Source: an optimization exercise on an open RTL-to-GDS flow (aim: a short achievable clock period and few clock cycles). Production flows keep margins and buffers that such runs may drop. Only simulation tests tie the RTL to the original design; equivalence was not proved.

## flow/design.v (module list and top-level ports; edited modules follow where they fit)
// module Nbit_reg: 18 lines
// module lc4_decoder: 75 lines
// module lc4_divider: 26 lines
// module lc4_divider_one_iter: 18 lines
// module lc4_alu: 114 lines
// module barrel_shift: 8 lines
// module lc4_comparator: 8 lines
// module lc4_regfile_ss: 87 lines
// module lc4_processor: 494 lines
module lc4_processor(input wire         clk,              
                     input wire         rst,              
                     input wire         gwe,              
                     output wire [15:0] o_cur_pc,         
                     input wire [15:0]  i_cur_insn_A,     
                     input wire [15:0]  i_cur_insn_B,     
                     output wire [15:0] o_dmem_addr,      
                     input wire [15:0]  i_cur_dmem_data,  
                     output wire        o_dmem_we,        
                     output wire [15:0] o_dmem_towrite,   
                     output wire [ 1:0] test_stall_A,         
                     output wire [ 1:0] test_stall_B,         
                     output wire [15:0] test_cur_pc_A,        
                     output wire [15:0] test_cur_pc_B,
                     output wire [15:0] test_cur_insn_A,      
                     output wire [15:0] test_cur_insn_B,
                     output wire        test_regfile_we_A,    
                     output wire        test_regfile_we_B,
                     output wire [ 2:0] test_regfile_wsel_A,  
                     output wire [ 2:0] test_regfile_wsel_B,
                     output wire [15:0] test_regfile_data_A,  
                     output wire [15:0] test_regfile_data_B,
                     output wire        test_nzp_we_A,        
                     output wire        test_nzp_we_B,
                     output wire [ 2:0] test_nzp_new_bits_A,  
                     output wire [ 2:0] test_nzp_new_bits_B,
                     output wire        test_dmem_we_A,       
                     output wire        test_dmem_we_B,
                     output wire [15:0] test_dmem_addr_A,     
                     output wire [15:0] test_dmem_addr_B,
                     output wire [15:0] test_dmem_data_A,     
                     output wire [15:0] test_dmem_data_B
                     );
  // ...
==> flow/run.sh <==
#!/bin/bash
# synth_recipe.tcl (not shown) runs the flow's synth.tcl, then flattens the netlist and writes it again
# the make line also repeats each setting of config.mk as NAME=value (left out here)
make -C /OpenROAD-flow-scripts/flow DESIGN_CONFIG=/design/flow/config.mk WORK_HOME=/design/flow/orfs CLKGATE_MAP_FILE= SYNTH_SCRIPT=/design/flow/synth_recipe.tcl finish
==> flow/config.mk <==
export PLATFORM = sky130hd
export DESIGN_NAME = lc4_processor
export DESIGN_NICKNAME = lc4_processor
export VERILOG_FILES = /design/flow/design.v
export SDC_FILE = /design/flow/constraint.sdc
export NUM_CORES = 4
export LEC_CHECK = 0
export CAP_MARGIN = 20
export CORE_MARGIN = 2
export CORE_UTILIZATION = 40
export SLEW_MARGIN = 20
==> flow/constraint.sdc <==
create_clock -name core_clock -period 40.0 [get_ports {clk}]
set_input_delay 8.0000 -clock core_clock [delete_from_list [all_inputs] [get_ports {clk}]]
set_output_delay 8.0000 -clock core_clock [all_outputs]
set_load 0.01 [all_outputs]
==> summary.txt, run 1 <==
status finished clean; TritonRoute pass-1 iters 10; non-clk buf share 10.2%; Final Cycle Share 94.6%; clk slew on worst S/H paths 70 ps; Design Area, Final 0.109 sq mm; multiplexer area fraction after synthesis 5.22%; Max Fclk 0.0264 GHz; Metal-1 WL 189000 microns; WL per Instance 30.1 microns; M3 GR Usage 9.10%; CTS tree yes; largest stage delay on the critical path 610 ps; ANT cells 11; Synth Area in Compound Gates 30.7%; top area cells in the synthesized netlist dfxtp_1 17%, ha_1 11%, nor2_1 5.7%; Mean Syn Cell Area 7.44 sq um; worst skew pair latency 820 ps; #FFs+latches synth 774; CP startpoint MW_rd_B.state[0]; post-placement cell area 0.105 sq mm; kind of end point of the critical path register; DR top layer met5; Die Height 486 microns; leading area contributor after synthesis dfxtp_1; drt drc 0; first-pass GRT wire length 701000 microns; CP top delay family compound AO/OA/AOI/OAI gates; core area 0.230 sq mm; final std cells w/o fill 16200; met2 GRT Util 60.5%; CP endpoint pc_reg.state[15]; Placer Congestion 1.07; GRT overflow 0; RR Startpoint MW_rd_B.state[0]; Syn Std Cell Area 0.0929 sq mm; Post-Synth Adder-Cell Area 15.6%; min cycle time layout 37860 ps; most frequent cells in the layout 1400 x nor2_1, 1204 x nand2_1, 1078 x buf_4; DR WL met2 209000 microns; Ys Warns 5
Testbench counts, summed over its fixed seeds: cycles 26,228.
==> module lc4_decoder, before the edit <==
module lc4_decoder(input  wire [15:0] insn,                
                   output wire [ 2:0] r1sel,               
                   output wire        r1re,                
                   output wire [ 2:0] r2sel,               
                   output wire        r2re,                
                   output wire [ 2:0] wsel,                
                   output wire        regfile_we,          
                   output wire        nzp_we,              
                   output wire        select_pc_plus_one,  
                   output wire        is_load,             
                   output wire        is_store,            
                   output wire        is_branch,           
                   output wire        is_control_insn      
                   );
   wire [3:0] opcode = insn[15:12];
   assign     is_branch = (opcode == 4'b0000 & insn != 0);
   wire       is_arith = (opcode == 4'b0001);
   wire       is_add = (is_arith & (insn[5:3] == 3'b000));
   wire       is_mul = (is_arith & (insn[5:3] == 3'b001));
   wire       is_sub = (is_arith & (insn[5:3] == 3'b010));
   wire       is_div = (is_arith & (insn[5:3] == 3'b011));
   wire       is_addi = (is_arith & insn[5]);
   wire       is_compare = (opcode == 4'b0010);
   wire       is_cmp = (is_compare & (insn[8:7] == 2'b00));
   wire       is_cmpu = (is_compare & (insn[8:7] == 2'b01));
   wire       is_cmpi = (is_compare & (insn[8:7] == 2'b10));
   wire       is_cmpiu = (is_compare & (insn[8:7] == 2'b11));
   wire       is_jsr = (insn[15:11] == 5'b01001);
   wire       is_jsrr = (insn[15:11] == 5'b01000);
   wire       is_logic = (opcode == 4'b0101);
   wire       is_and = (is_logic & (insn[5:3] == 3'b000));
   wire       is_not = (is_logic & (insn[5:3] == 3'b001));
   wire       is_or = (is_logic & (insn[5:3] == 3'b010));
   wire       is_xor = (is_logic & (insn[5:3] == 3'b011));
   wire       is_andi = (is_logic & insn[5]);
   wire       is_ldr = (opcode == 4'b0110);
   wire       is_str = (opcode == 4'b0111);
   wire       is_rti = (opcode == 4'b1000);
   wire       is_const = (opcode == 4'b1001);
   wire       is_shift = (opcode == 4'b1010);
   wire       is_sll = (is_shift & (insn[5:4] == 2'b00));
   wire       is_sra = (is_shift & (insn[5:4] == 2'b01));
   wire       is_srl = (is_shift & (insn[5:4] == 2'b10));
   wire       is_mod = (is_shift & (insn[5:4] == 2'b11));
   wire       is_jmpr = (insn[15:11] == 5'b11000);
   wire       is_jmp = (insn[15:11] == 5'b11001);
   wire       is_hiconst = (opcode == 4'b1101);
   wire       is_trap = (opcode == 4'b1111);
   assign r1sel = (is_compare | is_hiconst) ? insn[11:9] :   
                  (is_rti) ? 3'd7 : insn[8:6];
   assign r1re = is_arith | 
                 is_compare | 
                 is_jsrr | 
                 is_logic | 
                 is_ldr | 
                 is_str | 
                 is_rti | 
                 is_shift | 
                 is_jmpr |
                 is_hiconst
                 ;
   assign r2sel = (is_str) ? insn[11:9] : insn[2:0];  
   assign r2re = is_add | is_mul |  is_sub | is_div |
                 is_cmp | is_cmpu |
                 is_and | is_or | is_xor |
                 is_str |
                 is_mod;
   assign wsel = (is_jsr | is_jsrr | is_trap) ? 3'd7 : insn[11:9];   
   assign regfile_we = is_arith | is_jsr | is_jsrr | is_logic | is_ldr | is_const | is_shift | is_hiconst | is_trap;
   assign nzp_we = regfile_we | is_compare;
   assign select_pc_plus_one = is_trap | is_jsrr | is_jsr;
   assign is_load = is_ldr;
   assign is_store = is_str;
   assign is_control_insn =  is_jsr | is_jsrr | is_rti | is_jmpr | is_jmp | is_trap;
endmodule
==> module lc4_divider, before the edit <==
module lc4_divider(input  wire [15:0] i_dividend,
                   input  wire [15:0] i_divisor,
                   output wire [15:0] o_remainder,
                   output wire [15:0] o_quotient);
      wire [15:0] dvd0, dvd1, dvd2, dvd3, dvd4, dvd5, dvd6, dvd7, dvd8, dvd9, dvd10, dvd11, dvd12, dvd13, dvd14, dvd15;
      wire [15:0] rem0, rem1, rem2, rem3, rem4, rem5, rem6, rem7, rem8, rem9, rem10, rem11, rem12, rem13, rem14, rem15; 
      wire [15:0] quo0, quo1, quo2, quo3, quo4, quo5, quo6, quo7, quo8, quo9, quo10, quo11, quo12, quo13, quo14, quo15; 
      lc4_divider_one_iter div0(.i_dividend(i_dividend), .i_divisor(i_divisor), .i_remainder(16'h0000), .i_quotient(16'h0000), .o_dividend(dvd0), .o_remainder(rem0), .o_quotient(quo0));
      lc4_divider_one_iter div1(.i_dividend(dvd0), .i_divisor(i_divisor), .i_remainder(rem0), .i_quotient(quo0), .o_dividend(dvd1), .o_remainder(rem1), .o_quotient(quo1));
      lc4_divider_one_iter div2(.i_dividend(dvd1), .i_divisor(i_divisor), .i_remainder(rem1), .i_quotient(quo1), .o_dividend(dvd2), .o_remainder(rem2), .o_quotient(quo2));
      lc4_divider_one_iter div3(.i_dividend(dvd2), .i_divisor(i_divisor), .i_remainder(rem2), .i_quotient(quo2), .o_dividend(dvd3), .o_remainder(rem3), .o_quotient(quo3));
      lc4_divider_one_iter div4(.i_dividend(dvd3), .i_divisor(i_divisor), .i_remainder(rem3), .i_quotient(quo3), .o_dividend(dvd4), .o_remainder(rem4), .o_quotient(quo4));
      lc4_divider_one_iter div5(.i_dividend(dvd4), .i_divisor(i_divisor), .i_remainder(rem4), .i_quotient(quo4), .o_dividend(dvd5), .o_remainder(rem5), .o_quotient(quo5));
      lc4_divider_one_iter div6(.i_dividend(dvd5), .i_divisor(i_divisor), .i_remainder(rem5), .i_quotient(quo5), .o_dividend(dvd6), .o_remainder(rem6), .o_quotient(quo6));
      lc4_divider_one_iter div7(.i_dividend(dvd6), .i_divisor(i_divisor), .i_remainder(rem6), .i_quotient(quo6), .o_dividend(dvd7), .o_remainder(rem7), .o_quotient(quo7));
      lc4_divider_one_iter div8(.i_dividend(dvd7), .i_divisor(i_divisor), .i_remainder(rem7), .i_quotient(quo7), .o_dividend(dvd8), .o_remainder(rem8), .o_quotient(quo8));
      lc4_divider_one_iter div9(.i_dividend(dvd8), .i_divisor(i_divisor), .i_remainder(rem8), .i_quotient(quo8), .o_dividend(dvd9), .o_remainder(rem9), .o_quotient(quo9));
      lc4_divider_one_iter div10(.i_dividend(dvd9), .i_divisor(i_divisor), .i_remainder(rem9), .i_quotient(quo9), .o_dividend(dvd10), .o_remainder(rem10), .o_quotient(quo10));
      lc4_divider_one_iter div11(.i_dividend(dvd10), .i_divisor(i_divisor), .i_remainder(rem10), .i_quotient(quo10), .o_dividend(dvd11), .o_remainder(rem11), .o_quotient(quo11));
      lc4_divider_one_iter div12(.i_dividend(dvd11), .i_divisor(i_divisor), .i_remainder(rem11), .i_quotient(quo11), .o_dividend(dvd12), .o_remainder(rem12), .o_quotient(quo12));
      lc4_divider_one_iter div13(.i_dividend(dvd12), .i_divisor(i_divisor), .i_remainder(rem12), .i_quotient(quo12), .o_dividend(dvd13), .o_remainder(rem13), .o_quotient(quo13));
      lc4_divider_one_iter div14(.i_dividend(dvd13), .i_divisor(i_divisor), .i_remainder(rem13), .i_quotient(quo13), .o_dividend(dvd14), .o_remainder(rem14), .o_quotient(quo14));
      lc4_divider_one_iter div15(.i_dividend(dvd14), .i_divisor(i_divisor), .i_remainder(rem14), .i_quotient(quo14), .o_dividend(), .o_remainder(rem15), .o_quotient(quo15));
      assign o_quotient = (i_divisor != 16'h0000) ? quo15 : 16'h0000;
      assign o_remainder = (i_divisor != 16'h0000) ? rem15 : 16'h0000;
endmodule  
==> module lc4_alu, before the edit <==
module lc4_alu(input  wire [15:0] i_insn,
               input wire [15:0]  i_pc,
               input wire [15:0]  i_r1data,
               input wire [15:0]  i_r2data,
               output wire [15:0] o_result);
    wire [3:0] op = i_insn[15:12];
    wire [2:0] func0 = i_insn[5:3];
    wire [1:0] func1 = i_insn[8:7];
    wire func2 = i_insn[11];
    wire [2:0] func3 = i_insn[11:9];
    wire [16:0] zx_r1 = {1'b0, i_r1data};
    wire [16:0] sx_r1 = {{1{i_r1data[15]}}, i_r1data};
    wire [16:0] zx_r2 = {1'b0, i_r2data};
    wire [16:0] sx_r2 = {{1{i_r2data[15]}}, i_r2data};
    wire [4:0] imm5 = i_insn[4:0];
    wire [5:0] imm6 = i_insn[5:0];
    wire [6:0] imm7 = i_insn[6:0];
    wire [8:0] imm9 = i_insn[8:0];
    wire [10:0] imm11 = i_insn[10:0];
    wire [15:0] sx_imm5 = {{11{imm5[4]}}, imm5};
    wire [15:0] sx_imm6 = {{10{imm6[5]}}, imm6};
    wire [15:0] sx_imm7 = {{9{imm7[6]}}, imm7};
    wire [16:0] sx17_imm7 = {{10{imm7[6]}}, imm7};
    wire [15:0] sx_imm9 = {{7{imm9[8]}}, imm9};
    wire [15:0] sx_imm11 = {{5{imm11[10]}}, imm11};
    wire [3:0] uimm4 = i_insn[3:0];
    wire [7:0] uimm8 = i_insn[7:0];
    wire [16:0] zx17_uimm7 = {10'h0, imm7};
    wire [15:0] zx_uimm8 = {8'h0, uimm8};
    wire [15:0] zx_imm11 = {5'h0, imm11};
    wire is_arith = (op == 4'h1);
    wire is_log = (op == 4'h5); 
    wire is_compare = (op == 4'h2); 
    wire is_shift = (op == 4'hA); 
    wire is_branch = (op == 4'h0);
    wire is_jump = (op == 4'hC);
    wire is_jump_sub = (op == 4'h4);
    wire is_ldr = (op == 4'h6);
    wire is_str = (op == 4'h7);
    wire is_rti = (op == 4'h8);
    wire is_trap = (op == 4'hF);
    wire is_const = (op == 4'h9);
    wire is_hiconst = (op == 4'hD);
    wire [15:0] o_div, o_mod, o_sra;
    lc4_divider alu_div(.i_dividend(i_r1data), .i_divisor(i_r2data), .o_remainder(o_mod), .o_quotient(o_div));
    barrel_shift alu_shift(.shift_in(i_r1data), .shift_amt(uimm4), .shift_out(o_sra));
    wire [15:0] o_add = i_r1data + i_r2data;
    wire [15:0] o_mul = i_r1data * i_r2data;
    wire [15:0] o_sub = i_r1data - i_r2data;
    wire [15:0] o_addi = i_r1data + sx_imm5;
    wire [15:0] o_arith = 	(func0 == 3'h0) ? o_add :
                        (func0 == 3'h1) ? o_mul :
                        (func0 == 3'h2) ? o_sub :
                        (func0 == 3'h3) ? o_div :
                        (func0[2] == 3'b1) ? o_addi :
                        16'h0000;
    wire [15:0] o_and = i_r1data & i_r2data;
    wire [15:0] o_not = ~i_r1data;
    wire [15:0] o_or = i_r1data | i_r2data;
    wire [15:0] o_xor = i_r1data ^ i_r2data;
    wire [15:0] o_andi = i_r1data & sx_imm5;
    wire [15:0] o_log = 	(func0 == 3'h0) ? o_and :
                        (func0 == 3'h1) ? o_not :
                        (func0 == 3'h2) ? o_or :
                        (func0 == 3'h3) ? o_xor :
                        (func0[2] == 3'b1) ? o_andi :
                        16'h0000;
    wire [15:0] o_cmp, o_cmpu, o_cmpi, o_cmpiu;
    lc4_comparator lc4_cmp_cmp(.cmp_in1(sx_r1), .cmp_in2(sx_r2), .o_NZP(o_cmp));
    lc4_comparator lc4_cmp_cmpu(.cmp_in1(zx_r1), .cmp_in2(zx_r2), .o_NZP(o_cmpu));
    lc4_comparator lc4_cmp_cmpi(.cmp_in1(sx_r1), .cmp_in2(sx17_imm7), .o_NZP(o_cmpi));
    lc4_comparator lc4_cmp_cmpiu(.cmp_in1(zx_r1), .cmp_in2(zx17_uimm7), .o_NZP(o_cmpiu));
    wire [15:0] o_compare = 	(func1 == 2'h0) ? o_cmp :
                            (func1 == 2'h1) ? o_cmpu :
                            (func1 == 2'h2) ? o_cmpi :
                            (func1 == 2'h3) ? o_cmpiu :
                            16'h0000;	
    wire [15:0] o_sll = i_r1data << uimm4;
    wire [15:0] o_srl = i_r1data >> uimm4;
    wire [15:0] o_shift = 		(func0[2:1] == 2'h0) ? o_sll :
                            (func0[2:1] == 2'h1) ? o_sra :
                            (func0[2:1] == 2'h2) ? o_srl :
                            (func0[2:1] == 2'h3) ? o_mod :
                            16'h0000;
    wire [15:0] o_nop = i_pc + 16'h1 + sx_imm9;
    wire [15:0] o_br = i_pc + 16'h1 + sx_imm9;
    wire [15:0] o_branch = func3 ? o_br : o_nop; 
    wire [15:0] o_jmpr = i_r1data;
    wire [15:0] o_jmp = i_pc + 16'h1 + sx_imm11;
    wire [15:0] o_jump = func2 ? o_jmp : o_jmpr;
    wire [15:0] o_jsrr = i_r1data;
    wire [15:0] o_jsr = (i_pc & 16'h8000) | (zx_imm11 << 4);
    wire [15:0] o_jump_sub = func2 ? o_jsr : o_jsrr;
    wire [15:0] o_ldr = i_r1data + sx_imm6;
    wire [15:0] o_str = i_r1data + sx_imm6; 
    wire [15:0] o_rti = i_r1data;
    wire [15:0] o_trap = (16'h8000 | zx_uimm8);
    wire [15:0] o_const = sx_imm9;
    wire [15:0] o_hiconst = (i_r1data & 16'hFF) | (zx_uimm8 << 8);
    assign o_result = 	is_arith ? o_arith :
                    is_log ? o_log :
                    is_compare ? o_compare :  
                    is_shift ? o_shift :
                    is_branch ? o_branch : 
                    is_jump ? o_jump :
                    is_jump_sub ? o_jump_sub :
                    is_ldr ? o_ldr : 
                    is_str ? o_str :
                    is_rti ? o_rti :
                    is_trap ? o_trap :
                    is_const ? o_const :
                    is_hiconst ? o_hiconst :
                    16'h0000;
    endmodule
==> module lc4_regfile_ss, before the edit <==
module lc4_regfile_ss #(parameter n = 16)
   (input  wire         clk,
    input  wire         gwe,
    input  wire         rst,
    input  wire [  2:0] i_rs_A,       
    output wire [n-1:0] o_rs_data_A,  
    input  wire [  2:0] i_rt_A,       
    output wire [n-1:0] o_rt_data_A,  
    input  wire [  2:0] i_rs_B,       
    output wire [n-1:0] o_rs_data_B,  
    input  wire [  2:0] i_rt_B,       
    output wire [n-1:0] o_rt_data_B,  
    input  wire [  2:0]  i_rd_A,      
    input  wire [n-1:0]  i_wdata_A,   
    input  wire          i_rd_we_A,   
    input  wire [  2:0]  i_rd_B,      
    input  wire [n-1:0]  i_wdata_B,   
    input  wire          i_rd_we_B    
    );
    wire [n-1:0] r0_in, r1_in, r2_in, r3_in, r4_in, r5_in, r6_in, r7_in;  
    wire [n-1:0] r0_out, r1_out, r2_out, r3_out, r4_out, r5_out, r6_out, r7_out;  
    wire we_0, we_1, we_2, we_3, we_4, we_5, we_6, we_7;  
	assign r0_in = ((i_rd_B == 3'h0) && i_rd_we_B) ? i_wdata_B : i_wdata_A;
	assign r1_in = ((i_rd_B == 3'h1) && i_rd_we_B) ? i_wdata_B : i_wdata_A;
	assign r2_in = ((i_rd_B == 3'h2) && i_rd_we_B) ? i_wdata_B : i_wdata_A;
	assign r3_in = ((i_rd_B == 3'h3) && i_rd_we_B) ? i_wdata_B : i_wdata_A;
	assign r4_in = ((i_rd_B == 3'h4) && i_rd_we_B) ? i_wdata_B : i_wdata_A;
	assign r5_in = ((i_rd_B == 3'h5) && i_rd_we_B) ? i_wdata_B : i_wdata_A;
	assign r6_in = ((i_rd_B == 3'h6) && i_rd_we_B) ? i_wdata_B : i_wdata_A;
	assign r7_in = ((i_rd_B == 3'h7) && i_rd_we_B) ? i_wdata_B : i_wdata_A;
	assign we_0 = ((i_rd_A == 3'h0) & i_rd_we_A) | ((i_rd_B == 3'h0) & i_rd_we_B);
	assign we_1 = ((i_rd_A == 3'h1) & i_rd_we_A) | ((i_rd_B == 3'h1) & i_rd_we_B);
	assign we_2 = ((i_rd_A == 3'h2) & i_rd_we_A) | ((i_rd_B == 3'h2) & i_rd_we_B);
	assign we_3 = ((i_rd_A == 3'h3) & i_rd_we_A) | ((i_rd_B == 3'h3) & i_rd_we_B);
	assign we_4 = ((i_rd_A == 3'h4) & i_rd_we_A) | ((i_rd_B == 3'h4) & i_rd_we_B);
	assign we_5 = ((i_rd_A == 3'h5) & i_rd_we_A) | ((i_rd_B == 3'h5) & i_rd_we_B);
	assign we_6 = ((i_rd_A == 3'h6) & i_rd_we_A) | ((i_rd_B == 3'h6) & i_rd_we_B);
	assign we_7 = ((i_rd_A == 3'h7) & i_rd_we_A) | ((i_rd_B == 3'h7) & i_rd_we_B);
    Nbit_reg #(.n(n), .r(16'd0)) r0 (.in(r0_in), .out(r0_out), .clk(clk), .we(we_0), .gwe(gwe), .rst(rst));
    Nbit_reg #(.n(n), .r(16'd0)) r1 (.in(r1_in), .out(r1_out), .clk(clk), .we(we_1), .gwe(gwe), .rst(rst));
    Nbit_reg #(.n(n), .r(16'd0)) r2 (.in(r2_in), .out(r2_out), .clk(clk), .we(we_2), .gwe(gwe), .rst(rst));
    Nbit_reg #(.n(n), .r(16'd0)) r3 (.in(r3_in), .out(r3_out), .clk(clk), .we(we_3), .gwe(gwe), .rst(rst));
    Nbit_reg #(.n(n), .r(16'd0)) r4 (.in(r4_in), .out(r4_out), .clk(clk), .we(we_4), .gwe(gwe), .rst(rst));
    Nbit_reg #(.n(n), .r(16'd0)) r5 (.in(r5_in), .out(r5_out), .clk(clk), .we(we_5), .gwe(gwe), .rst(rst));
    Nbit_reg #(.n(n), .r(16'd0)) r6 (.in(r6_in), .out(r6_out), .clk(clk), .we(we_6), .gwe(gwe), .rst(rst));
    Nbit_reg #(.n(n), .r(16'd0)) r7 (.in(r7_in), .out(r7_out), .clk(clk), .we(we_7), .gwe(gwe), .rst(rst));
	assign o_rs_data_A = 	((i_rs_A == i_rd_B) && i_rd_we_B) ? i_wdata_B :  
							((i_rs_A == i_rd_A) && i_rd_we_A) ? i_wdata_A :  
							(i_rs_A == 3'h0) ? r0_out :
							(i_rs_A == 3'h1) ? r1_out :
							(i_rs_A == 3'h2) ? r2_out :
							(i_rs_A == 3'h3) ? r3_out :
							(i_rs_A == 3'h4) ? r4_out :
							(i_rs_A == 3'h5) ? r5_out :
							(i_rs_A == 3'h6) ? r6_out :
							r7_out; 
	assign o_rt_data_A = 	((i_rt_A == i_rd_B) && i_rd_we_B) ? i_wdata_B :  
							((i_rt_A == i_rd_A) && i_rd_we_A) ? i_wdata_A :  
							(i_rt_A == 3'h0) ? r0_out :
							(i_rt_A == 3'h1) ? r1_out :
							(i_rt_A == 3'h2) ? r2_out :
							(i_rt_A == 3'h3) ? r3_out :
							(i_rt_A == 3'h4) ? r4_out :
							(i_rt_A == 3'h5) ? r5_out :
							(i_rt_A == 3'h6) ? r6_out :
							r7_out;
	assign o_rs_data_B = 	((i_rs_B == i_rd_B) && i_rd_we_B) ? i_wdata_B :  
							((i_rs_B == i_rd_A) && i_rd_we_A) ? i_wdata_A :  
							(i_rs_B == 3'h0) ? r0_out :
							(i_rs_B == 3'h1) ? r1_out :
							(i_rs_B == 3'h2) ? r2_out :
							(i_rs_B == 3'h3) ? r3_out :
							(i_rs_B == 3'h4) ? r4_out :
							(i_rs_B == 3'h5) ? r5_out :
							(i_rs_B == 3'h6) ? r6_out :
							r7_out; 
	assign o_rt_data_B = 	((i_rt_B == i_rd_B) && i_rd_we_B) ? i_wdata_B :  
							((i_rt_B == i_rd_A) && i_rd_we_A) ? i_wdata_A :  
							(i_rt_B == 3'h0) ? r0_out :
							(i_rt_B == 3'h1) ? r1_out :
							(i_rt_B == 3'h2) ? r2_out :
							(i_rt_B == 3'h3) ? r3_out :
							(i_rt_B == 3'h4) ? r4_out :
							(i_rt_B == 3'h5) ? r5_out :
							(i_rt_B == 3'h6) ? r6_out :
							r7_out; 
endmodule
==> run 2: changes to the inputs <==
==> flow/design.v (replaced) <==
`timescale 1ns / 1ps
`default_nettype none
module Nbit_reg #(parameter n=1, r=0)
   (input  wire [n-1:0] in,
    output wire [n-1:0] out,
    input  wire         clk,
    input  wire         we,
    input  wire         gwe,
    input  wire         rst
    );
   reg [n-1:0] state;
   assign out = state;
   always @(posedge clk) 
     begin 
       if (gwe & rst) 
         state <= r;
       else if (gwe & we) 
         state <= in; 
     end
endmodule
`timescale 1ns / 1ps
`default_nettype none
module lc4_decoder(input  wire [15:0] insn,
                   output wire [ 2:0] r1sel,       
                   output wire        r1re,
                   output wire [ 2:0] r2sel,       
                   output wire        r2re,
                   output wire [ 2:0] wsel,        
                   output wire        regfile_we,
                   output wire        nzp_we,
                   output wire        is_load,
                   output wire        is_store,
                   output wire        is_br,       
                   output wire        is_jdir,     
                   output wire        is_jind,     
                   output wire        is_div,      
                   output wire        is_mul,
                   output wire        is_pcp1      
                   );
   wire [3:0] op = insn[15:12];
   wire is_arith   = (op == 4'h1);
   wire is_cmp     = (op == 4'h2);
   wire is_jsr     = (insn[15:11] == 5'b01001);
   wire is_jsrr    = (insn[15:11] == 5'b01000);
   wire is_logic   = (op == 4'h5);
   wire is_ldr     = (op == 4'h6);
   wire is_str     = (op == 4'h7);
   wire is_rti     = (op == 4'h8);
   wire is_const   = (op == 4'h9);
   wire is_shift   = (op == 4'hA);
   wire is_jmpr    = (insn[15:11] == 5'b11000);
   wire is_jmp     = (insn[15:11] == 5'b11001);
   wire is_hiconst = (op == 4'hD);
   wire is_trap    = (op == 4'hF);
   wire is_mod     = is_shift & (insn[5:4] == 2'b11);
   assign r1sel = (is_cmp | is_hiconst) ? insn[11:9] : is_rti ? 3'd7 : insn[8:6];
   assign r1re  = is_arith | is_cmp | is_jsrr | is_logic | is_ldr | is_str | is_rti |
                  is_shift | is_jmpr | is_hiconst;
   assign r2sel = is_str ? insn[11:9] : insn[2:0];
   assign r2re  = (is_arith & ~insn[5]) | (is_cmp & ~insn[8]) |
                  (is_logic & ~insn[5] & (insn[4:3] != 2'b01)) | is_str | is_mod;
   assign wsel  = (is_jsr | is_jsrr | is_trap) ? 3'd7 : insn[11:9];
   assign regfile_we = is_arith | is_jsr | is_jsrr | is_logic | is_ldr | is_const |
                       is_shift | is_hiconst | is_trap;
   assign nzp_we   = regfile_we | is_cmp;
   assign is_load  = is_ldr;
   assign is_store = is_str;
   assign is_br    = (op == 4'h0) & (insn[11:9] != 3'b000);
   assign is_jdir  = is_jmp | is_jsr | is_trap;
   assign is_jind  = is_jmpr | is_jsrr | is_rti;
   assign is_div   = (is_arith & (insn[5:3] == 3'b011)) | is_mod;
   assign is_mul   = is_arith & (insn[5:3] == 3'b001);
   assign is_pcp1  = is_jsr | is_jsrr | is_trap;
endmodule
`timescale 1ns / 1ps
`default_nettype none
module lc4_divider
  (input  wire        clk,
   input  wire        gwe,
   input  wire        start,
   input  wire [15:0] i_dividend,
   input  wire [15:0] i_divisor,
   output wire [15:0] o_remainder,
   output wire [15:0] o_quotient);
   reg [15:0] s_rem, s_dvd, s_dsr;
   reg [17:0] s_dsr3;
   function [31:0] step4;
      input [31:0] st;
      input [15:0] d;
      input [17:0] d3;
      reg [17:0] r4;
      reg [18:0] t1, t2, t3;
      begin
         r4 = {st[31:16], st[15:14]};
         t1 = {1'b0, r4} - {3'b000, d};
         t2 = {1'b0, r4} - {2'b00, d, 1'b0};
         t3 = {1'b0, r4} - {1'b0, d3};
         if (!t3[18])      step4 = {t3[15:0], st[13:0], 2'd3};
         else if (!t2[18]) step4 = {t2[15:0], st[13:0], 2'd2};
         else if (!t1[18]) step4 = {t1[15:0], st[13:0], 2'd1};
         else              step4 = {r4[15:0], st[13:0], 2'd0};
      end
   endfunction
   wire [0:0] fr1;
   wire [1:0] fr2;
   wire [2:0] fr3;
   wire [3:0] fr4;
   wire [3:0] fq;
   wire       g1 = (i_divisor[15:1] == 15'd0) & ({i_dividend[15]} >= i_divisor[0:0]);
   assign fr1 = g1 ? {i_dividend[15]} - i_divisor[0:0] : {i_dividend[15]};
   wire [1:0] c2 = {fr1, i_dividend[14]};
   wire       g2 = (i_divisor[15:2] == 14'd0) & (c2 >= i_divisor[1:0]);
   assign fr2 = g2 ? c2 - i_divisor[1:0] : c2;
   wire [2:0] c3 = {fr2, i_dividend[13]};
   wire       g3 = (i_divisor[15:3] == 13'd0) & (c3 >= i_divisor[2:0]);
   assign fr3 = g3 ? c3 - i_divisor[2:0] : c3;
   wire [3:0] c4 = {fr3, i_dividend[12]};
   wire       g4 = (i_divisor[15:4] == 12'd0) & (c4 >= i_divisor[3:0]);
   assign fr4 = g4 ? c4 - i_divisor[3:0] : c4;
   assign fq = {g1, g2, g3, g4};
   wire [31:0] f4 = {12'h000, fr4, i_dividend[11:0], fq};
   wire [31:0] n1 = step4({s_rem, s_dvd}, s_dsr, s_dsr3);
   wire [31:0] n2 = step4(n1, s_dsr, s_dsr3);
   always @(posedge clk) begin
      if (gwe) begin
         if (start) begin
            s_rem  <= f4[31:16];
            s_dvd  <= f4[15:0];
            s_dsr  <= i_divisor;
            s_dsr3 <= {2'b00, i_divisor} + {1'b0, i_divisor, 1'b0};
         end else begin
            s_rem <= n2[31:16];
            s_dvd <= n2[15:0];
         end
      end
   end
   wire dz = (s_dsr == 16'h0000);
   assign o_remainder = dz ? 16'h0000 : n2[31:16];
   assign o_quotient  = dz ? 16'h0000 : n2[15:0];
endmodule
`timescale 1ns / 1ps
`default_nettype none
module lc4_alu(input  wire [15:0] i_insn,
               input  wire [15:0] i_pcp1,
               input  wire [15:0] i_r1data,
               input  wire [15:0] i_r2data,
               output wire [15:0] o_result,
               output reg  [15:0] o_fast);    
   wire [15:0] rs = i_r1data;
   wire [15:0] rt = i_r2data;
   wire [15:0] sx5 = {{11{i_insn[4]}}, i_insn[4:0]};
   wire        cmp_signed = ~i_insn[7];
   wire [16:0] c1 = {cmp_signed & rs[15], rs};
   wire [16:0] c2 = i_insn[8] ? (cmp_signed ? {{10{i_insn[6]}}, i_insn[6:0]} : {10'h0, i_insn[6:0]})
                              : {cmp_signed & rt[15], rt};
   wire [16:0] cd = c1 - c2;
   wire [15:0] cmp_res = (c1 == c2) ? 16'h0000 : cd[16] ? 16'hFFFF : 16'h0001;
   wire [31:0] sra32 = {{16{rs[15]}}, rs} >> i_insn[3:0];
   wire [15:0] sra = sra32[15:0];
   wire is_mul = (i_insn[15:12] == 4'h1) & (i_insn[5:3] == 3'b001);
   wire [15:0] mul = rs * rt;
   assign o_result = is_mul ? mul : o_fast;
   always @(*) begin
      case (i_insn[15:12])
        4'h1: begin
           if (i_insn[5]) o_fast = rs + sx5;
           else case (i_insn[4:3])
                  2'd0: o_fast = rs + rt;
                  2'd1: o_fast = 16'h0000;
                  2'd2: o_fast = rs - rt;
                  default: o_fast = 16'h0000;
                endcase
        end
        4'h2: o_fast = cmp_res;
        4'h5: begin
           if (i_insn[5]) o_fast = rs & sx5;
           else case (i_insn[4:3])
                  2'd0: o_fast = rs & rt;
                  2'd1: o_fast = ~rs;
                  2'd2: o_fast = rs | rt;
                  default: o_fast = rs ^ rt;
                endcase
        end
        4'h9: o_fast = {{7{i_insn[8]}}, i_insn[8:0]};
        4'hA: case (i_insn[5:4])
                2'd0: o_fast = rs << i_insn[3:0];
                2'd1: o_fast = sra;
                2'd2: o_fast = rs >> i_insn[3:0];
                default: o_fast = 16'h0000;
              endcase
        4'hD: o_fast = {i_insn[7:0], rs[7:0]};
        4'h4, 4'hF: o_fast = i_pcp1;
        default: o_fast = 16'h0000;
      endcase
   end
endmodule
`timescale 1ns / 1ps
`default_nettype none
module lc4_regfile_ss #(parameter n = 16)
   (input  wire         clk,
    input  wire         gwe,
    input  wire         rst,
    input  wire [  2:0] i_rs_A,
    output wire [n-1:0] o_rs_data_A,
    input  wire [  2:0] i_rt_A,
    output wire [n-1:0] o_rt_data_A,
    input  wire [  2:0] i_rs_B,
    output wire [n-1:0] o_rs_data_B,
    input  wire [  2:0] i_rt_B,
    output wire [n-1:0] o_rt_data_B,
    input  wire [  2:0] i_rd_A,
    input  wire [n-1:0] i_wdata_A,
    input  wire         i_rd_we_A,
    input  wire [  2:0] i_rd_B,
    input  wire [n-1:0] i_wdata_B,
    input  wire         i_rd_we_B);
   reg [n-1:0] r [0:7];
   integer i;
   always @(posedge clk) begin
      if (gwe) begin
         for (i = 0; i < 8; i = i + 1) begin
            if (rst) r[i] <= {n{1'b0}};
            else if (i_rd_we_B && i_rd_B == i) r[i] <= i_wdata_B;
            else if (i_rd_we_A && i_rd_A == i) r[i] <= i_wdata_A;
         end
      end
   end
   wire [n-1:0] q0 = r[0], q1 = r[1], q2 = r[2], q3 = r[3], q4 = r[4], q5 = r[5], q6 = r[6], q7 = r[7];
   function [n-1:0] rd;
      input [2:0] s;
      input weA, weB;
      input [2:0] dA, dB;
      input [n-1:0] wA, wB, v0, v1, v2, v3, v4, v5, v6, v7;
      begin
         if (weB && dB == s) rd = wB;
         else if (weA && dA == s) rd = wA;
         else case (s)
           3'd0: rd = v0; 3'd1: rd = v1; 3'd2: rd = v2; 3'd3: rd = v3;
           3'd4: rd = v4; 3'd5: rd = v5; 3'd6: rd = v6; default: rd = v7;
         endcase
      end
   endfunction
   assign o_rs_data_A = rd(i_rs_A, i_rd_we_A, i_rd_we_B, i_rd_A, i_rd_B, i_wdata_A, i_wdata_B, q0, q1, q2, q3, q4, q5, q6, q7);
   assign o_rt_data_A = rd(i_rt_A, i_rd_we_A, i_rd_we_B, i_rd_A, i_rd_B, i_wdata_A, i_wdata_B, q0, q1, q2, q3, q4, q5, q6, q7);
   assign o_rs_data_B = rd(i_rs_B, i_rd_we_A, i_rd_we_B, i_rd_A, i_rd_B, i_wdata_A, i_wdata_B, q0, q1, q2, q3, q4, q5, q6, q7);
   assign o_rt_data_B = rd(i_rt_B, i_rd_we_A, i_rd_we_B, i_rd_A, i_rd_B, i_wdata_A, i_wdata_B, q0, q1, q2, q3, q4, q5, q6, q7);
endmodule
`timescale 1ns / 1ps
`default_nettype none
module lc4_processor(input wire         clk,
                     input wire         rst,
                     input wire         gwe,
                     output wire [15:0] o_cur_pc,
                     input wire [15:0]  i_cur_insn_A,
                     input wire [15:0]  i_cur_insn_B,
                     output wire [15:0] o_dmem_addr,
                     input wire [15:0]  i_cur_dmem_data,
                     output wire        o_dmem_we,
                     output wire [15:0] o_dmem_towrite,
                     output wire [ 1:0] test_stall_A,
                     output wire [ 1:0] test_stall_B,
                     output wire [15:0] test_cur_pc_A,
                     output wire [15:0] test_cur_pc_B,
                     output wire [15:0] test_cur_insn_A,
                     output wire [15:0] test_cur_insn_B,
                     output wire        test_regfile_we_A,
                     output wire        test_regfile_we_B,
                     output wire [ 2:0] test_regfile_wsel_A,
                     output wire [ 2:0] test_regfile_wsel_B,
                     output wire [15:0] test_regfile_data_A,
                     output wire [15:0] test_regfile_data_B,
                     output wire        test_nzp_we_A,
                     output wire        test_nzp_we_B,
                     output wire [ 2:0] test_nzp_new_bits_A,
                     output wire [ 2:0] test_nzp_new_bits_B,
                     output wire        test_dmem_we_A,
                     output wire        test_dmem_we_B,
                     output wire [15:0] test_dmem_addr_A,
                     output wire [15:0] test_dmem_addr_B,
                     output wire [15:0] test_dmem_data_A,
                     output wire [15:0] test_dmem_data_B
                     );
   localparam DIV_N     = 4;      
   function [2:0] nzp_of;
      input [15:0] v;
      begin
         nzp_of = v[15] ? 3'b100 : (v == 16'h0000) ? 3'b010 : 3'b001;
      end
   endfunction
   reg [15:0] f_pc;
   reg [3:0]  q_v;
   reg [15:0] q_insn [0:3];
   reg [15:0] q_pc   [0:3];
   reg [15:0] q_pnpc [0:3];
   reg [15:0] q_pcp1 [0:3];
   reg [3:0]  q_pn;                  
   reg        btb_v   [0:31];
   reg [10:0] btb_tag [0:31];
   reg [15:0] btb_tgt [0:31];
   reg        xA_v, xB_v;
   reg [15:0] xA_insn, xB_insn, xA_pc, xB_pc, xA_pcp1, xB_pcp1;
   reg [15:0] xA_pnpc, xB_pnpc, xA_tgt, xB_tgt;
   reg        xA_badt, xB_badt, xA_badnt, xB_badnt;
   reg        xA_we, xB_we, xA_nzw, xB_nzw, xA_ld, xB_ld, xA_st, xB_st;
   reg        xA_br, xB_br, xA_jd, xB_jd, xA_ji, xB_ji, xA_div;
   reg [2:0]  xA_rd, xB_rd;
   reg [15:0] xA_op1, xA_op2, xB_op1, xB_op2;
   reg [3:0]  xA_s1, xA_s2, xB_s1, xB_s2;      
   reg [4:0]  xA_sd;                           
   reg [5:0]  xB_sd;                           
   reg [3:0]  xA_ns;                           
   reg [4:0]  xB_ns;                           
   reg [2:0]  div_cnt;
   reg        mA_v, mB_v;
   reg [15:0] mA_insn, mB_insn, mA_pc, mB_pc, mA_res, mB_res;
   reg        mA_we, mB_we, mA_nzw, mB_nzw, mA_ld, mB_ld, mA_st, mB_st;
   reg [2:0]  mA_rd, mB_rd, mA_nzp, mB_nzp;
   reg [15:0] mem_addr, mem_wdata;
   reg        mem_we;
   reg [1:0]  wA_stall, wB_stall;
   reg [15:0] wA_insn, wB_insn, wA_pc, wB_pc, wA_data, wB_data;
   reg        wA_we, wB_we, wA_nzw, wB_nzw, wA_st, wB_st;
   reg [2:0]  wA_rd, wB_rd, wA_nzp, wB_nzp;
   reg [15:0] w_daddr, w_ddata;
   reg [2:0]  nzp_reg;
   wire [15:0] f_pcp1 = f_pc + 16'd1;
   wire [15:0] f_pcp2 = f_pc + 16'd2;
   wire [4:0]  bi0 = f_pc[4:0];
   wire [4:0]  bi1 = f_pcp1[4:0];
   wire        hit0 = btb_v[bi0] & (btb_tag[bi0] == f_pc[15:5]);
   wire        hit1 = btb_v[bi1] & (btb_tag[bi1] == f_pcp1[15:5]);
   wire [15:0] tgt0 = btb_tgt[bi0];
   wire [15:0] tgt1 = btb_tgt[bi1];
   wire [15:0] pnpc0 = hit0 ? tgt0 : f_pcp1;
   wire [15:0] pnpc1 = hit1 ? tgt1 : f_pcp2;
   wire        pn0 = ~hit0 | (tgt0 == f_pcp1);
   wire        pn1 = ~hit1 | (tgt1 == f_pcp2);
   wire        fv1 = ~hit0;
   wire [15:0] f_pred = hit0 ? tgt0 : hit1 ? tgt1 : f_pcp2;
   assign o_cur_pc = f_pc;
   wire [15:0] dA_insn = q_insn[0], dB_insn = q_insn[1];
   wire [15:0] dA_pc = q_pc[0], dB_pc = q_pc[1];
   wire [15:0] dA_pnpc = q_pnpc[0], dB_pnpc = q_pnpc[1];
   wire [15:0] dA_pcp1 = q_pcp1[0], dB_pcp1 = q_pcp1[1];
   wire        dA_v = q_v[0], dB_v = q_v[1];
   wire [2:0] dA_r1, dA_r2, dA_rd, dB_r1, dB_r2, dB_rd;
   wire dA_r1re, dA_r2re, dA_we, dA_nzw, dA_ld, dA_st, dA_br, dA_jd, dA_ji, dA_div, dA_mul, dA_pcp1s;
   wire dB_r1re, dB_r2re, dB_we, dB_nzw, dB_ld, dB_st, dB_br, dB_jd, dB_ji, dB_div, dB_mul, dB_pcp1s;
   lc4_decoder decA(.insn(dA_insn), .r1sel(dA_r1), .r1re(dA_r1re), .r2sel(dA_r2), .r2re(dA_r2re),
                    .wsel(dA_rd), .regfile_we(dA_we), .nzp_we(dA_nzw), .is_load(dA_ld), .is_store(dA_st),
                    .is_br(dA_br), .is_jdir(dA_jd), .is_jind(dA_ji), .is_div(dA_div), .is_mul(dA_mul),
                    .is_pcp1(dA_pcp1s));
   lc4_decoder decB(.insn(dB_insn), .r1sel(dB_r1), .r1re(dB_r1re), .r2sel(dB_r2), .r2re(dB_r2re),
                    .wsel(dB_rd), .regfile_we(dB_we), .nzp_we(dB_nzw), .is_load(dB_ld), .is_store(dB_st),
                    .is_br(dB_br), .is_jdir(dB_jd), .is_jind(dB_ji), .is_div(dB_div), .is_mul(dB_mul),
                    .is_pcp1(dB_pcp1s));
   wire [15:0] rf_A1, rf_A2, rf_B1, rf_B2;
   lc4_regfile_ss regfile(.clk(clk), .gwe(gwe), .rst(rst),
                          .i_rs_A(dA_r1), .o_rs_data_A(rf_A1), .i_rt_A(dA_r2), .o_rt_data_A(rf_A2),
                          .i_rs_B(dB_r1), .o_rs_data_B(rf_B1), .i_rt_B(dB_r2), .o_rt_data_B(rf_B2),
                          .i_rd_A(wA_rd), .i_wdata_A(wA_data), .i_rd_we_A(wA_we),
                          .i_rd_B(wB_rd), .i_wdata_B(wB_data), .i_rd_we_B(wB_we));
   function [15:0] dtarget;
      input [15:0] insn;
      input [15:0] pc;
      input [15:0] pcp1;
      begin
         case (insn[15:12])
           4'h0:    dtarget = pcp1 + {{7{insn[8]}}, insn[8:0]};
           4'hC:    dtarget = pcp1 + {{5{insn[10]}}, insn[10:0]};
           4'h4:    dtarget = {pc[15], insn[10:0], 4'h0};
           4'hF:    dtarget = {8'h80, insn[7:0]};
           default: dtarget = pcp1;
         endcase
      end
   endfunction
   wire [15:0] dA_tgt = dtarget(dA_insn, dA_pc, dA_pcp1);
   wire [15:0] dB_tgt = dtarget(dB_insn, dB_pc, dB_pcp1);
   wire dA_eqt = (dA_pnpc == dA_tgt), dB_eqt = (dB_pnpc == dB_tgt);
   wire dA_eqn = q_pn[0], dB_eqn = q_pn[1];
   wire dA_al = dA_jd | (dA_br & (dA_insn[11:9] == 3'b111));
   wire dB_al = dB_jd | (dB_br & (dB_insn[11:9] == 3'b111));
   wire dA_mis = dA_al ? ~dA_eqt : dA_br ? ~(dA_eqt | dA_eqn) : dA_ji ? 1'b0 : ~dA_eqn;
   wire dB_mis = dB_al ? ~dB_eqt : dB_br ? ~(dB_eqt | dB_eqn) : dB_ji ? 1'b0 : ~dB_eqn;
   wire [15:0] dA_np = dA_al ? dA_tgt : dA_pcp1;     
   wire [15:0] dB_np = dB_al ? dB_tgt : dB_pcp1;
   wire dA_pt = dA_al | dA_eqt, dB_pt = dB_al | dB_eqt;
   wire dA_o0 = (dA_insn[8:0] == 9'd0), dB_o0 = (dB_insn[8:0] == 9'd0);
   function [4:0] fwd;    
      input [2:0] r;
      input xbv, xbwe, xbld; input [2:0] xbrd;
      input xav, xawe, xald; input [2:0] xard;
      input mbv, mbwe;       input [2:0] mbrd;
      input mav, mawe;       input [2:0] mard;
      reg hxb, hxa, hmb, hma;
      begin
         hxb = xbv & xbwe & (xbrd == r);
         hxa = xav & xawe & (xard == r);
         hmb = mbv & mbwe & (mbrd == r);
         hma = mav & mawe & (mard == r);
         fwd[4] = (hxb & xbld) | (~hxb & hxa & xald);
         fwd[3] = hxb;
         fwd[2] = ~hxb & hxa;
         fwd[1] = ~hxb & ~hxa & hmb;
         fwd[0] = ~hxb & ~hxa & ~hmb & hma;
      end
   endfunction
   wire [4:0] fA1 = fwd(dA_r1, xB_v, xB_we, xB_ld, xB_rd, xA_v, xA_we, xA_ld, xA_rd, mB_v, mB_we, mB_rd, mA_v, mA_we, mA_rd);
   wire [4:0] fA2 = fwd(dA_r2, xB_v, xB_we, xB_ld, xB_rd, xA_v, xA_we, xA_ld, xA_rd, mB_v, mB_we, mB_rd, mA_v, mA_we, mA_rd);
   wire [4:0] fB1 = fwd(dB_r1, xB_v, xB_we, xB_ld, xB_rd, xA_v, xA_we, xA_ld, xA_rd, mB_v, mB_we, mB_rd, mA_v, mA_we, mA_rd);
   wire [4:0] fB2 = fwd(dB_r2, xB_v, xB_we, xB_ld, xB_rd, xA_v, xA_we, xA_ld, xA_rd, mB_v, mB_we, mB_rd, mA_v, mA_we, mA_rd);
   wire [4:0] fN  = fwd(3'd0, xB_v, xB_nzw, xB_ld, 3'd0, xA_v, xA_nzw, xA_ld, 3'd0, mB_v, mB_nzw, 3'd0, mA_v, mA_nzw, 3'd0);
   wire hB1 = dA_we & (dA_rd == dB_r1);
   wire hB2 = dA_we & (dA_rd == dB_r2);
   wire x_hold;
   wire x_misp;
   wire stallA = (dA_r1re & fA1[4]) | (dA_r2re & ~dA_st & fA2[4]) | (dA_br & fN[4]);
   wire stallB = (dB_r1re & (hB1 | fB1[4])) |
                 (dB_r2re & ~dB_st & (hB2 | fB2[4])) |
                 (dB_br & (dA_nzw ? (dA_ld | dA_mul | dA_div) : fN[4]));
   wire issA = dA_v & ~x_hold & ~stallA;
   wire issB = issA & dB_v & ~stallB & ~dA_mis & ~dA_div & ~dB_div & ~((dA_ld | dA_st) & (dB_ld | dB_st));
   wire d_redir = ~x_misp & ((issA & dA_mis) | (issB & dB_mis));
   wire [15:0] d_tgt = (issA & dA_mis) ? dA_np : dB_np;
   function [15:0] byp;
      input [3:0] s;
      input [15:0] v, mb, ma, wb, wa;
      begin
         byp = ({16{s[3]}} & mb) | ({16{s[2]}} & ma) | ({16{s[1]}} & wb) | ({16{s[0]}} & wa) |
               ({16{~|s}} & v);
      end
   endfunction
   wire [15:0] opA1 = byp(xA_s1, xA_op1, mB_res, mA_res, wB_data, wA_data);
   wire [15:0] opA2 = byp(xA_s2, xA_op2, mB_res, mA_res, wB_data, wA_data);
   wire [15:0] opB1 = byp(xB_s1, xB_op1, mB_res, mA_res, wB_data, wA_data);
   wire [15:0] opB2 = byp(xB_s2, xB_op2, mB_res, mA_res, wB_data, wA_data);
   wire [15:0] aluA, aluB, fastA;
   lc4_alu alu_A(.i_insn(xA_insn), .i_pcp1(xA_pcp1), .i_r1data(opA1), .i_r2data(opA2), .o_result(aluA), .o_fast(fastA));
   lc4_alu alu_B(.i_insn(xB_insn), .i_pcp1(xB_pcp1), .i_r1data(opB1), .i_r2data(opB2), .o_result(aluB), .o_fast());
   wire [15:0] div_rem, div_quo;
   wire div_start = (div_cnt == 3'd0);
   lc4_divider divider
     (.clk(clk), .gwe(gwe), .start(div_start), .i_dividend(opA1), .i_divisor(opA2),
      .o_remainder(div_rem), .o_quotient(div_quo));
   assign x_hold = xA_v & xA_div & (div_cnt != DIV_N - 1);
   wire [15:0] resA = xA_div ? (xA_insn[15] ? div_rem : div_quo) : aluA;
   wire [15:0] resB = aluB;
   wire [15:0] addrA = opA1 + {{10{xA_insn[5]}}, xA_insn[5:0]};
   wire [15:0] addrB = opB1 + {{10{xB_insn[5]}}, xB_insn[5:0]};
   wire [15:0] sdA = xA_sd[4] ? i_cur_dmem_data : byp(xA_sd[3:0], xA_op2, mB_res, mA_res, wB_data, wA_data);
   wire [15:0] sdB = xB_sd[5] ? aluA : xB_sd[4] ? i_cur_dmem_data :
                     byp(xB_sd[3:0], xB_op2, mB_res, mA_res, wB_data, wA_data);
   wire [2:0] nzA = xA_ns[3] ? mB_nzp : xA_ns[2] ? mA_nzp : xA_ns[1] ? wB_nzp : xA_ns[0] ? wA_nzp : nzp_reg;
   wire [2:0] nzB = xB_ns[4] ? nzp_of(fastA) :
                    xB_ns[3] ? mB_nzp : xB_ns[2] ? mA_nzp : xB_ns[1] ? wB_nzp : xB_ns[0] ? wA_nzp : nzp_reg;
   wire tkA = |(xA_insn[11:9] & nzA);
   wire tkB = |(xB_insn[11:9] & nzB);
   wire mpA = xA_v & ((xA_br & (tkA ? xA_badt : xA_badnt)) | (xA_ji & (opA1 != xA_pnpc)));
   wire mpB = xB_v & ~mpA & ((xB_br & (tkB ? xB_badt : xB_badnt)) | (xB_ji & (opB1 != xB_pnpc)));
   assign x_misp = mpA | mpB;
   wire [15:0] actA = xA_ji ? opA1 : tkA ? xA_tgt : xA_pcp1;
   wire [15:0] actB = xB_ji ? opB1 : tkB ? xB_tgt : xB_pcp1;
   wire [15:0] x_tgt = mpA ? actA : actB;
   wire uA = xA_v & (xA_br | xA_jd | xA_ji);
   wire uB = xB_v & ~mpA & (xB_br | xB_jd | xB_ji);
   wire takA = ~xA_br | tkA;
   wire takB = ~xB_br | tkB;
   wire [15:0] ctA = xA_ji ? opA1 : xA_tgt;
   wire [15:0] ctB = xB_ji ? opB1 : xB_tgt;
   wire [2:0] q_n = q_v[0] + q_v[1] + q_v[2] + q_v[3];
   wire [1:0] q_k = issA + issB;
   wire [2:0] q_pos = q_n - q_k;
   wire       f_acc = ~x_misp & ~d_redir & (q_pos <= 3'd2);
   wire       q_flush = x_misp | d_redir;
   integer i, j;
   reg [3:0]  nq_v;
   reg [15:0] nq_insn [0:3];
   reg [15:0] nq_pc   [0:3];
   reg [15:0] nq_pnpc [0:3];
   reg [15:0] nq_pcp1 [0:3];
   reg [3:0]  nq_pn;
   always @(*) begin
      for (i = 0; i < 4; i = i + 1) begin
         if (i + q_k < 4) begin
            nq_v[i]    = q_v[i + q_k];
            nq_insn[i] = q_insn[i + q_k];
            nq_pc[i]   = q_pc[i + q_k];
            nq_pnpc[i] = q_pnpc[i + q_k];
            nq_pcp1[i] = q_pcp1[i + q_k];
            nq_pn[i]   = q_pn[i + q_k];
         end else begin
            nq_v[i]    = 1'b0;
            nq_insn[i] = q_insn[3];
            nq_pc[i]   = q_pc[3];
            nq_pnpc[i] = q_pnpc[3];
            nq_pcp1[i] = q_pcp1[3];
            nq_pn[i]   = q_pn[3];
         end
         if (f_acc && q_pos == i) begin
            nq_v[i]    = 1'b1;
            nq_insn[i] = i_cur_insn_A;
            nq_pc[i]   = f_pc;
            nq_pnpc[i] = pnpc0;
            nq_pcp1[i] = f_pcp1;
            nq_pn[i]   = pn0;
         end
         if (f_acc && q_pos + 1 == i) begin
            nq_v[i]    = fv1;
            nq_insn[i] = i_cur_insn_B;
            nq_pc[i]   = f_pcp1;
            nq_pnpc[i] = pnpc1;
            nq_pcp1[i] = f_pcp2;
            nq_pn[i]   = pn1;
         end
         if (q_flush) nq_v[i] = 1'b0;
      end
   end
   always @(posedge clk) begin
      if (gwe) begin
         if (rst) begin
            f_pc <= 16'h8200;
            q_v <= 4'b0000;
            for (j = 0; j < 32; j = j + 1) btb_v[j] <= 1'b0;
            xA_v <= 1'b0; xB_v <= 1'b0;
            div_cnt <= 3'd0;
            mA_v <= 1'b0; mB_v <= 1'b0; mem_we <= 1'b0;
            wA_stall <= 2'd2; wB_stall <= 2'd2;
            wA_we <= 1'b0; wB_we <= 1'b0; wA_nzw <= 1'b0; wB_nzw <= 1'b0;
            nzp_reg <= 3'b000;
         end else begin
            f_pc <= x_misp ? x_tgt : d_redir ? d_tgt : f_acc ? f_pred : f_pc;
            q_v <= nq_v;
            q_pn <= nq_pn;
            if (uA) begin
               if (takA) begin
                  btb_v[xA_pc[4:0]] <= 1'b1;
                  btb_tag[xA_pc[4:0]] <= xA_pc[15:5];
                  btb_tgt[xA_pc[4:0]] <= ctA;
               end else if (btb_tag[xA_pc[4:0]] == xA_pc[15:5])
                  btb_v[xA_pc[4:0]] <= 1'b0;
            end
            if (uB) begin
               if (takB) begin
                  btb_v[xB_pc[4:0]] <= 1'b1;
                  btb_tag[xB_pc[4:0]] <= xB_pc[15:5];
                  btb_tgt[xB_pc[4:0]] <= ctB;
               end else if (btb_tag[xB_pc[4:0]] == xB_pc[15:5])
                  btb_v[xB_pc[4:0]] <= 1'b0;
            end
            div_cnt <= x_hold ? div_cnt + 3'd1 : 3'd0;
            if (~x_hold) begin
               xA_v <= issA & ~x_misp;
               xB_v <= issB & ~x_misp;
            end
            mA_v <= xA_v & ~x_hold;
            mB_v <= xB_v & ~mpA;
            mem_we <= (xA_v & xA_st & ~x_hold) | (xB_v & xB_st & ~mpA);
            wA_stall <= mA_v ? 2'd0 : 2'd2;
            wB_stall <= mB_v ? 2'd0 : 2'd2;
            wA_we <= mA_v & mA_we;
            wB_we <= mB_v & mB_we;
            wA_nzw <= mA_v & mA_nzw;
            wB_nzw <= mB_v & mB_nzw;
            if (wB_nzw) nzp_reg <= wB_nzp;
            else if (wA_nzw) nzp_reg <= wA_nzp;
         end
         for (j = 0; j < 4; j = j + 1) begin
            q_insn[j] <= nq_insn[j];
            q_pc[j]   <= nq_pc[j];
            q_pnpc[j] <= nq_pnpc[j];
            q_pcp1[j] <= nq_pcp1[j];
         end
         if (~x_hold) begin
            xA_insn <= dA_insn; xA_pc <= dA_pc; xA_pcp1 <= dA_pcp1; xA_pnpc <= dA_pnpc; xA_tgt <= dA_tgt;
            xA_badt <= ~dA_pt & ~dA_o0; xA_badnt <= dA_pt & ~dA_o0;
            xA_we <= dA_we; xA_nzw <= dA_nzw; xA_ld <= dA_ld; xA_st <= dA_st;
            xA_br <= dA_br; xA_jd <= dA_jd; xA_ji <= dA_ji; xA_div <= dA_div; xA_rd <= dA_rd;
            xA_op1 <= rf_A1; xA_op2 <= rf_A2;
            xA_s1 <= fA1[3:0]; xA_s2 <= fA2[3:0];
            xA_sd <= {fA2[4], fA2[3] & ~xB_ld, fA2[2] & ~xA_ld, fA2[1:0]};
            xA_ns <= fN[3:0];
            xB_insn <= dB_insn; xB_pc <= dB_pc; xB_pcp1 <= dB_pcp1; xB_pnpc <= dB_pnpc; xB_tgt <= dB_tgt;
            xB_badt <= ~dB_pt & ~dB_o0; xB_badnt <= dB_pt & ~dB_o0;
            xB_we <= dB_we; xB_nzw <= dB_nzw; xB_ld <= dB_ld; xB_st <= dB_st;
            xB_br <= dB_br; xB_jd <= dB_jd; xB_ji <= dB_ji; xB_rd <= dB_rd;
            xB_op1 <= rf_B1; xB_op2 <= rf_B2;
            xB_s1 <= fB1[3:0]; xB_s2 <= fB2[3:0];
            xB_sd <= hB2 ? 6'b100000 : {1'b0, fB2[4], fB2[3] & ~xB_ld, fB2[2] & ~xA_ld, fB2[1:0]};
            xB_ns <= dA_nzw ? 5'b10000 : {1'b0, fN[3:0]};
         end
         mA_insn <= xA_insn; mA_pc <= xA_pc; mA_res <= resA; mA_nzp <= nzp_of(resA);
         mA_we <= xA_we; mA_nzw <= xA_nzw; mA_ld <= xA_ld; mA_st <= xA_st; mA_rd <= xA_rd;
         mB_insn <= xB_insn; mB_pc <= xB_pc; mB_res <= resB; mB_nzp <= nzp_of(resB);
         mB_we <= xB_we; mB_nzw <= xB_nzw; mB_ld <= xB_ld; mB_st <= xB_st; mB_rd <= xB_rd;
         mem_addr <= (xA_ld | xA_st) ? addrA : addrB;
         mem_wdata <= xA_st ? sdA : sdB;
         wA_insn <= mA_insn; wA_pc <= mA_pc; wA_rd <= mA_rd; wA_st <= mA_st;
         wA_data <= mA_ld ? i_cur_dmem_data : mA_res;
         wA_nzp  <= mA_ld ? nzp_of(i_cur_dmem_data) : mA_nzp;
         wB_insn <= mB_insn; wB_pc <= mB_pc; wB_rd <= mB_rd; wB_st <= mB_st;
         wB_data <= mB_ld ? i_cur_dmem_data : mB_res;
         wB_nzp  <= mB_ld ? nzp_of(i_cur_dmem_data) : mB_nzp;
         w_daddr <= mem_addr;
         w_ddata <= mem_we ? mem_wdata : i_cur_dmem_data;
      end
   end
   assign o_dmem_addr    = mem_addr;
   assign o_dmem_we      = mem_we;
   assign o_dmem_towrite = mem_wdata;
   assign test_stall_A        = wA_stall;
   assign test_stall_B        = wB_stall;
   assign test_cur_pc_A       = wA_pc;
   assign test_cur_pc_B       = wB_pc;
   assign test_cur_insn_A     = wA_insn;
   assign test_cur_insn_B     = wB_insn;
   assign test_regfile_we_A   = wA_we;
   assign test_regfile_we_B   = wB_we;
   assign test_regfile_wsel_A = wA_rd;
   assign test_regfile_wsel_B = wB_rd;
   assign test_regfile_data_A = wA_data;
   assign test_regfile_data_B = wB_data;
   assign test_nzp_we_A       = wA_nzw;
   assign test_nzp_we_B       = wB_nzw;
   assign test_nzp_new_bits_A = wA_nzp;
   assign test_nzp_new_bits_B = wB_nzp;
   assign test_dmem_we_A      = wA_st;
   assign test_dmem_we_B      = wB_st;
   assign test_dmem_addr_A    = w_daddr;
   assign test_dmem_addr_B    = w_daddr;
   assign test_dmem_data_A    = w_ddata;
   assign test_dmem_data_B    = w_ddata;
endmodule
==> run 2 against run 1 <==
Count of clock-buffer cells in the layout up 125. Highest routed layer unchanged. Die area up 59%. Final cell count up 15%. Worst setup slack better by 26000 ps.
==> summary.txt, run 2 <==
status finished clean (unchanged); commonest non-fill, non-tap cell in the layout edfxtp_1 (was nor2_1); Hold Startpoint mB_pc[2] (was XM_pc_B.state[11]); Worst Reg-to-Reg Cells 30 (was 160); clk slew on worst S/H paths 60 ps (was 70 ps); Mapped Cells 13700 (was 12500); first-pass GRT wire length 894000 microns (was 701000 microns); #FFs+latches synth 1973 (was 774); Main synth FF type edfxtp_1 (was dfxtp_1); Die Width 612 microns (was 486 microns); worst slew pin tran 1230 ps (was 1220 ps); Via-to-Cell Ratio 6.71 (was 6.58); CTS tree yes (unchanged); largest net degree at the start of global routing 104 (was 95); max reg flops 512; initial antenna violation count 40 (was 22); RR Startpoint xA_s2[1] (was MW_rd_B.state[0]); multiplexer area fraction after synthesis 21.7% (was 5.22%); Seq/Total Area, Yosys 39.9% (was 16.7%); Setup Crit Path Kind primary input to register (was register to register); post-placement worst setup slack 27830 ps (was -412 ps); Syn Std Cell Area 0.148 sq mm (was 0.0929 sq mm); final setup vio count 0 (unchanged); post-placement cell area 0.157 sq mm (was 0.105 sq mm); top-area cell type share of the netlist area 39.7% (was 16.7%); worst skew pair latency 1040 ps (was 820 ps); top-level port count 282 (unchanged); area share of and/or/nand/nor cells after synthesis 10.3% (was 19.1%); FFs w/ async S/R, synth 0% (unchanged); share of layout cells above drive strength 1 17.7% (was 13.3%); Max Fclk 0.0879 GHz (was 0.0264 GHz); number of global-route vias before repair 116000 (was 102000); DIE AREA 0.375 sq mm (was 0.236 sq mm); Setup TNS 0 ps (unchanged); Die Height 612 microns (was 486 microns); Post-synth EDFFs 1958 (was 0); Final Cycle Share 28.4% (was 94.6%); CTS root buf clkbuf_16 (unchanged); Synth top cells by count 1958 x edfxtp_1, 1734 x nand2_1, 888 x clkbuf_1 (was 1421 x nor2_1, 1207 x nand2_1, 946 x a21oi_1); Post-Route Utilization 44.7% (was 47.3%); drt drc 0 (unchanged); clk sink count 1973 (was 774); setup ws final 28630 ps (was 2140 ps); DRT Wirelength 641000 microns (was 488000 microns); kind of end point of the critical path register (unchanged); hold_buf cts 0 (unchanged); reg2reg end q_insn[2][10] (was pc_reg.state[15]); CP endpoint btb_tgt[24][2] (was pc_reg.state[15]); reg2reg setup slack 29080 ps (was 2140 ps); num rows 223 (was 176); max-slew violations 0 (unchanged); starting density of the core 40.2% (was 40.3%); post-synth cell types 111 (was 112); H-tree depth 4 (was 3); synthesis-to-layout area growth 11.2% (was 17.3%); Post-Synth Adder-Cell Area 6.30% (was 15.6%); relative slew slack 17.2% (was 17.0%); most common cell in the netlist edfxtp_1 (was nor2_1); Ys Warns 13 (was 5); worst hold path class register to register (unchanged); Placer Congestion 1.03 (was 1.07); min cycle time layout 11370 ps (was 37860 ps); CP required 40650 ps (was 40740 ps); TritonRoute pass-1 iters 10 (unchanged); CTS max path bufs 4 (was 3); final std cells w/o fill 18600 (was 16200); placed cells 18100 (was 16000); Initial DRC Count 19200 (was 13200); # nets final 14100 (was 14200); DP Wirelength 448000 microns (was 369000 microns); GRT overflow 0 (unchanged); worst-case clock skew 124 ps (was 61.8 ps); CTS Buf Count 227 (was 94); xor and xnor area share after synthesis 3.03% (was 6.37%); main combinational cell family by area after synthesis multiplexers (was compound AO/OA/AOI/OAI gates); postcts setup bufs 0 (was 2); Hold Fails Final Rpt 0 (unchanged); worst hold slack 357 ps (was 437 ps); Final ANT Viol Nets 0 (unchanged); leading area contributor after synthesis edfxtp_1 (was dfxtp_1); # fillers 34500 (was 22900); core area 0.369 sq mm (was 0.230 sq mm); Mean Syn Cell Area 10.8 sq um (was 7.44 sq um); Synth Area in Compound Gates 13.8% (was 30.7%); most frequent cells in the layout 1958 x edfxtp_1, 1702 x nand2_1, 822 x mux2i_1 (was 1400 x nor2_1, 1204 x nand2_1, 1078 x buf_4); RSZ-0062 raised after global routing no; GRT Total Usage 33.1% (was 39.4%); Design Area, Final 0.165 sq mm (was 0.109 sq mm); Post-CTS Resized 0 (was 7); CP max FO 51 (was 23); worst path arrival time 12020 ps (was 38600 ps); CP startpoint gwe (was MW_rd_B.state[0]); total number of vias 125000 (was 107000); top area cells in the synthesized netlist edfxtp_1 40%, mux4_2 12%, mux2i_1 5.6% (was dfxtp_1 17%, ha_1 11%, nor2_1 5.7%); WL per Instance 34.5 microns (was 30.1 microns); Max-Cap Viols 0 (unchanged); IO Port Bufs 279 (was 281); startpoint types primary input (was register)
run 2: changes by cell type after synthesis, moves of 381 or more:
cell      before   now
nor2_1      1421   749
edfxtp_1       0  1958
mux2i_1      259   827
ha_1         838   457
dfxtp_1      774    15
mux2_2        68   515
nand2_1     1207  1734
mux4_2        65   789
run 2: worst min-delay path by stage:
stage | end | cells past startpoint
floorplan | wA_insn[0] | 0
global placement | wA_pc[6] | 0
detailed placement | wA_pc[13] | 0
CTS | wB_pc[2] | 0
global route | wB_pc[2] | 0
finish | wB_pc[2] | 0
run 2: cell type report:
| class | count | area, sq um | area share [%] |
|---|---|---|---|
| clock inverter | 168 | 1960 | 1.19 |
| multi-input combinational | 9932 | 82900 | 50.4 |
| inverter | 531 | 2000 | 1.22 |
| antenna | 13 | 32.5 | 0.0198 |
| sequential | 1973 | 59100 | 35.9 |
| tap | 4950 | 6190 | 3.76 |
| clock buffer | 247 | 5780 | 3.51 |
| timing repair buffer | 763 | 6620 | 4.02 |
run 2: per-layer routing:
metal,global-route usage (%),up-vias,wire length [microns]
met5,0.220,-,393
met4,21.2,38,50000
met3,8.64,2040,78900
met2,50.4,9216,281000
met1,41.8,62000,231000
li1,-,51400,-
run 2: cell families (layout without fill, tap and decap cells):
logic type | count (synthesis) | after routing
fa+ha+maj | 638 | 638
mux | 2156 | 2156
buf+inv | 1795 | 1709
simple gates | 3465 | 3465
xor+xnor | 509 | 509
other cells | 1 | 15
flops | 1973 | 1973
compound gates | 3162 | 3162
run 2: critical path, cell delays in order:
cell and delay (ps):
buf_8 400, nand2_1 260, inv_1 210, nand4_1 330, a21o_2 420, nor3_4 570, nand2_2 830, o21ai_4 580
buf_16 250
Testbench counts of run 2, summed over its fixed seeds: cycles 22,580.

## re-timing with driven ports
How much do the figures lean on ideal ports? The routed layouts below were timed once more, with nothing changed but the port constraints. Step 1 sets driving cells, clkbuf_16 on the clock port and buf_2 on the other inputs (assumed; they add their load-dependent delay and slew). Step 2, shift: input delay + t, output delay - t, t = (earliest + latest rising clock arrival at the registers) / 2. This alone moves slack from input paths to output paths. Three values: ideal ports, drivers, drivers and shift; two values: the first two.
run | t (ns) | slack for setup (ns) | hold slack, ns
run 1 | 0.863 | 2.144 / 2.144 / 2.144 | 0.437 / 0.437 / 0.437
run 2 | 1.083 | 28.628 / 28.681 / 27.598 | 0.357 / 0.357 / 0.357
After both steps setup and hold are still met in every run listed. For run 2, which loses most, drivers alone change the setup slack by +0.053 ns; drivers and shift together by -1.030 ns.
